This is an optimization exercise on Yosys and OpenROAD, whose aim is small area, not a production implementation.
Where RTL was checked, it was by simulation tests only, not by an equivalence proof against the original.

==> run X <==
## Mesh
module Mesh(
  input         clock,
  input  [7:0]  io_in_a_0_0,
  input  [7:0]  io_in_a_1_0,
  input  [7:0]  io_in_a_2_0,
  input  [7:0]  io_in_a_3_0,
  input  [7:0]  io_in_d_0_0,
  input  [7:0]  io_in_d_1_0,
  input  [7:0]  io_in_d_2_0,
  input  [7:0]  io_in_d_3_0,
  input  [15:0] io_in_b_0_0,
  input  [15:0] io_in_b_1_0,
  input  [15:0] io_in_b_2_0,
  input  [15:0] io_in_b_3_0,
  input         io_in_control_0_0_propagate,
  input         io_in_control_1_0_propagate,
  input         io_in_control_2_0_propagate,
  input         io_in_control_3_0_propagate,
  output [15:0] io_out_c_0_0,
  output [15:0] io_out_c_1_0,
  output [15:0] io_out_c_2_0,
  output [15:0] io_out_c_3_0
);
==> flow/config.mk <==
export PLATFORM = sky130hd
export DESIGN_NAME = Mesh
export DESIGN_NICKNAME = Mesh
export VERILOG_FILES = /design/flow/design.v
export SDC_FILE = /design/flow/constraint.sdc
export NUM_CORES = 4
export LEC_CHECK = 0
export CAP_MARGIN = 20
export CORE_MARGIN = 2
export CORE_UTILIZATION = 40
export CTS_BUF_LIST = sky130_fd_sc_hd__clkbuf_8
export CTS_CLUSTER_DIAMETER = 40
export CTS_CLUSTER_SIZE = 16
export PLACE_DENSITY = 0.6
export SLEW_MARGIN = 20
export SYNTH_HIERARCHICAL = 1
==> flow/constraint.sdc <==
create_clock -name core_clock -period 5.2 [get_ports {clock}]
set_input_delay 1.0400 -clock core_clock [delete_from_list [all_inputs] [get_ports {clock}]]
set_output_delay 1.0400 -clock core_clock [all_outputs]
set_load 0.01 [all_outputs]
standard.sh (not shown) runs the stock make flow with config.mk's settings and CLKGATE_MAP_FILE= SYNTH_SCRIPT=/design/flow/synth_recipe.tcl, a recipe that flattens the netlist after the stock synthesis.
==> flow/flow/run.sh <==
#!/bin/bash
# Layout with the standard flow (standard synthesis unchanged), with two
# changes: the port buffers are the smallest buffer cell, and clock tree
# synthesis inserts no dummy load cells.
set -euo pipefail
CTS="-sink_clustering_enable -repair_clock_nets -sink_clustering_size 16 -sink_clustering_max_diameter 40 -buf_list sky130_fd_sc_hd__clkbuf_8 -dont_use_dummy_load"
bash standard.sh \
  "BUFFER_PORTS_ARGS=-buffer_cell sky130_fd_sc_hd__buf_1" \
  "CTS_ARGS=$CTS" \
  finish > flow.log 2>&1
==> inputs of run H, as changes to run X <==
==> flow/run.sh (new file) <==
#!/bin/bash
# synth_recipe.tcl (not shown) runs the flow's synth.tcl, then flattens the netlist and writes it again
# the make line also repeats each setting of config.mk as NAME=value (left out here)
make -C /OpenROAD-flow-scripts/flow DESIGN_CONFIG=/design/flow/config.mk WORK_HOME=/design/flow/orfs CLKGATE_MAP_FILE= SYNTH_SCRIPT=/design/flow/synth_recipe.tcl finish
removed: flow/flow/run.sh
removed: flow/standard.sh
==> qor summary <==
|  | run X | run H |
|---|---|---|
| Detailed-route vias per instance | 4.91 | 4.88 |
| Fill cells | 13700 | 13500 |
| Hold path start | io_in_b_1_0[13] | row[3].col[2].genblk3.genblk1.pe.u.sh[4]$_DFF_P_ |
| Fraction of area in non-clock buffers | 1.49% | 3.33% |
| Post-Place Cells | 7197 | 7200 |
| Non-CTS buffers | 224 | 228 |
| Layout Nets | 6420 | 6427 |
| Critical Path End | row[3].col[1].genblk3.genblk1.pe.u.sh[15]$_DFF_P_ | row[2].col[2].genblk3.genblk1.pe.u.sh[14]$_DFF_P_ |
| Global-route wire length before repair | 212 mm | 214 mm |
| Number of clock-tree buffers in the layout | 157 | 166 |
| Routability congestion estimate from global placement | 0.837 | 0.834 |
| Result of the run | timing/DRC/antenna clean | timing/DRC/antenna clean |
| Total inserted antenna cells | 4 | 6 |
| Crit Reg-Reg Startpoint | row[3].col[1].a_r[2]$_DFF_P_ | row[2].col[2].a_r[2]$_DFF_P_ |
| Post-layout utilization of the core | 43.4% | 45.5% |
| Relative slew slack | 31.0% | 27.7% |
| Cell depth of the worst min-delay path | 1 | 0 |
| Met2 wire len | 57.6 mm | 58.2 mm |
| Met1 wire length | 62.3 mm | 61.4 mm |
| Clock insertion delay at the later pin of the skew report | 890 ps | 930 ps |

---

==> wip/juniper <==
Mesh, a different RTL version from the one above (not shown whole).
==> flow/design.v (excerpt) <==
module Mesh(
  input         clock,
  input  [7:0]  io_in_a_0_0,
  input  [7:0]  io_in_a_1_0,
  input  [7:0]  io_in_a_2_0,
  input  [7:0]  io_in_a_3_0,
  input  [7:0]  io_in_d_0_0,
  input  [7:0]  io_in_d_1_0,
  input  [7:0]  io_in_d_2_0,
  input  [7:0]  io_in_d_3_0,
  input  [15:0] io_in_b_0_0,
  input  [15:0] io_in_b_1_0,
  input  [15:0] io_in_b_2_0,
  input  [15:0] io_in_b_3_0,
  input         io_in_control_0_0_propagate,
  input         io_in_control_1_0_propagate,
  input         io_in_control_2_0_propagate,
  input         io_in_control_3_0_propagate,
  output [15:0] io_out_c_0_0,
  output [15:0] io_out_c_1_0,
  output [15:0] io_out_c_2_0,
  output [15:0] io_out_c_3_0
);
  wire [7:0]  in_a [0:3];
  wire [7:0]  in_b [0:3];
  wire [15:0] in_d [0:3];
  wire        in_p [0:3];
  assign in_a[0] = io_in_a_0_0; assign in_a[1] = io_in_a_1_0;
  assign in_a[2] = io_in_a_2_0; assign in_a[3] = io_in_a_3_0;
  assign in_b[0] = io_in_d_0_0; assign in_b[1] = io_in_d_1_0;
  assign in_b[2] = io_in_d_2_0; assign in_b[3] = io_in_d_3_0;
  assign in_d[0] = io_in_b_0_0; assign in_d[1] = io_in_b_1_0;
  assign in_d[2] = io_in_b_2_0; assign in_d[3] = io_in_b_3_0;
  assign in_p[0] = io_in_control_0_0_propagate;
  assign in_p[1] = io_in_control_1_0_propagate;
  assign in_p[2] = io_in_control_2_0_propagate;
  assign in_p[3] = io_in_control_3_0_propagate;
  genvar i, j;
  generate
    for (i = 0; i < 4; i = i + 1) begin : row
  ...
export LEC_CHECK = 0
export CAP_MARGIN = 20
export CORE_MARGIN = 2
export CORE_UTILIZATION = 65
export GPL_TIMING_DRIVEN = 0
export PLACE_DENSITY = 0.8
export SLEW_MARGIN = 20
export SYNTH_HIERARCHICAL = 1
create_clock -name core_clock -period 5.2 [get_ports {clock}]
==> flow/flow/run.sh <==
#!/bin/bash
# Layout with the standard flow (standard synthesis unchanged), with two
# changes: the port buffers are the smallest buffer cell, and clock tree
# synthesis inserts no dummy load cells.
set -euo pipefail
CTS="-sink_clustering_enable -repair_clock_nets -sink_clustering_size 14 -sink_clustering_max_diameter 100 -buf_list sky130_fd_sc_hd__clkbuf_8 -dont_use_dummy_load"
bash standard.sh \
  "BUFFER_PORTS_ARGS=-buffer_cell sky130_fd_sc_hd__buf_1" \
  "CTS_ARGS=$CTS" \
  finish > flow.log 2>&1
==> wip/sierra: changes against wip/juniper <==
==> flow/flow/run.sh (replaced) <==
#!/bin/bash
# Layout with the standard flow (standard synthesis unchanged), with two
# changes: the port buffers are the smallest buffer cell, and clock tree
# synthesis inserts no dummy load cells.
set -euo pipefail
CTS="-sink_clustering_enable -repair_clock_nets -sink_clustering_size 16 -sink_clustering_max_diameter 70 -buf_list sky130_fd_sc_hd__clkbuf_8 -dont_use_dummy_load"
bash standard.sh \
  "BUFFER_PORTS_ARGS=-buffer_cell sky130_fd_sc_hd__buf_1" \
  "CTS_ARGS=$CTS" \
  finish > flow.log 2>&1
CORE_UTILIZATION = 55   (was 65)
PLACE_DENSITY = 0.7   (was 0.8)
==> results list <==
- Core ar.: 0.0986 mm²
* Final hold slack: 0.281 ns
- In this run the horizontal extent of the chip is 320 µm.
* Proportion of layout cells with a drive suffix above 1: 4.20%
- Result of the run: timing/DRC/antenna clean
* Combined area of the multi-input logic cells: 0.0323 mm²
* Slew of the pin with the lowest slew margin: 1.06 ns
[end of results for wip/sierra]
==> results list <==
* Proportion of layout cells with a drive suffix above 1: 4.30%
- In this run the horizontal extent of the chip is 294 µm.
* Cell type group with the largest total delay on the critical path: adder cells
- In the final layout, the multi-input gates occupy 0.0323 mm².
- In this run the standard cell core region covers 0.0836 mm².
- Via total after detailed routing: 33,900
- Final hold analysis gives a worst-case slack of 0.308 ns.
- For the pin with the worst max-slew slack, the measured transition is 1.03 ns.
- The run finished with no timing, DRC or antenna violations.
[end of results for wip/juniper]

---

==> run a <==
Mesh, a different RTL version from the one above (not shown whole).
## Mesh
module Mesh(
  input         clock,
  input  [7:0]  io_in_a_0_0,
  input  [7:0]  io_in_a_1_0,
  input  [7:0]  io_in_a_2_0,
  input  [7:0]  io_in_a_3_0,
  input  [7:0]  io_in_d_0_0,
  input  [7:0]  io_in_d_1_0,
  input  [7:0]  io_in_d_2_0,
  input  [7:0]  io_in_d_3_0,
  input  [15:0] io_in_b_0_0,
  input  [15:0] io_in_b_1_0,
  input  [15:0] io_in_b_2_0,
  input  [15:0] io_in_b_3_0,
  input         io_in_control_0_0_propagate,
  input         io_in_control_1_0_propagate,
  input         io_in_control_2_0_propagate,
  input         io_in_control_3_0_propagate,
  output [15:0] io_out_c_0_0,
  output [15:0] io_out_c_1_0,
  output [15:0] io_out_c_2_0,
  output [15:0] io_out_c_3_0
);
  wire [7:0]  in_a [0:3];
  wire [7:0]  in_b [0:3];
  wire [15:0] in_d [0:3];
  wire        in_p [0:3];
  assign in_a[0] = io_in_a_0_0; assign in_a[1] = io_in_a_1_0;
  assign in_a[2] = io_in_a_2_0; assign in_a[3] = io_in_a_3_0;
  assign in_b[0] = io_in_d_0_0; assign in_b[1] = io_in_d_1_0;
  assign in_b[2] = io_in_d_2_0; assign in_b[3] = io_in_d_3_0;
  ...
clock: 5.2 ns
lec_check: 0
cap_margin: 20
core_margin: 2
core_utilization: 55
gpl_timing_driven: 0
place_density: 0.7
slew_margin: 20
synth_hierarchical: 1
==> flow/flow/run.sh <==
#!/bin/bash
# Layout with the standard flow (standard synthesis unchanged), with two
# changes: the port buffers are the smallest buffer cell, and clock tree
# synthesis inserts no dummy load cells.
set -euo pipefail
CTS="-sink_clustering_enable -repair_clock_nets -sink_clustering_size 16 -sink_clustering_max_diameter 70 -buf_list sky130_fd_sc_hd__clkbuf_8 -dont_use_dummy_load"
bash standard.sh \
  "BUFFER_PORTS_ARGS=-buffer_cell sky130_fd_sc_hd__buf_1" \
  "CTS_ARGS=$CTS" \
  finish > flow.log 2>&1
==> run b (differences from run a) <==
--- a/flow/config.mk
+++ b/flow/config.mk
@@ -8,7 +8,7 @@
 export CAP_MARGIN = 20
 export CORE_MARGIN = 2
-export CORE_UTILIZATION = 55
+export CORE_UTILIZATION = 65
 export GPL_TIMING_DRIVEN = 0
-export PLACE_DENSITY = 0.7
+export PLACE_DENSITY = 0.8
 export SLEW_MARGIN = 20
 export SYNTH_HIERARCHICAL = 1
==> impl_metrics.env <==
export IMPL_drt_initial_drc_count=2122
export IMPL_skew_ns=0.06727
export IMPL_multi_input_area_share_pct=55.07
export IMPL_wl_um=112800
export IMPL_status="timing/DRC/antenna clean"
export IMPL_finalInstanceArea_um2=59060
-- figures above: run a

==> impl_metrics.env <==
export IMPL_status="timing/DRC/antenna clean"
export IMPL_multi_input_area_share_pct=55.46
export IMPL_finalInstanceArea_um2=58750
export IMPL_skew_ns=0.05864
export IMPL_drt_initial_drc_count=2567
-- figures above: run b

Function was not checked in any run of this note: the RTL went through the layout flow alone.

[re-timing with driven ports]
The flow's constraints put no driver on any port. The routed layouts listed below were extracted and timed again, unchanged, in two steps.
Step 1: set_driving_cell puts a clkbuf_16 on clock and a buf_2 on each other input, an assumption about the parent block.
Step 2 adds t to the input delays and takes it off the output delays; t is the mean of the earliest and latest rising clock arrival at the registers after step 1. Input paths then give back, and output paths get back, about the clock's delay inside the block.
Slacks: ideal ports / drivers / drivers and shift; pairs: ideal ports / drivers.
run | t, ns | slack for setup (ns) | worst setup path after step 2
run X | 0.916 | 0.627 / 0.627 / 0.627 | register to register
run H | 0.977 | 0.659 / 0.659 / 0.659 | register to register
wip/juniper | 0.757 | 0.183 / 0.183 / 0.183 | register to register
wip/sierra | 0.781 | 0.211 / 0.211 / 0.211 | register to register
run a | 0.775 | 0.130 / 0.130 / 0.130 | register to register
run b | 0.746 | 0.130 / 0.130 / 0.130 | register to register
After both steps setup and hold are still met in every run listed.
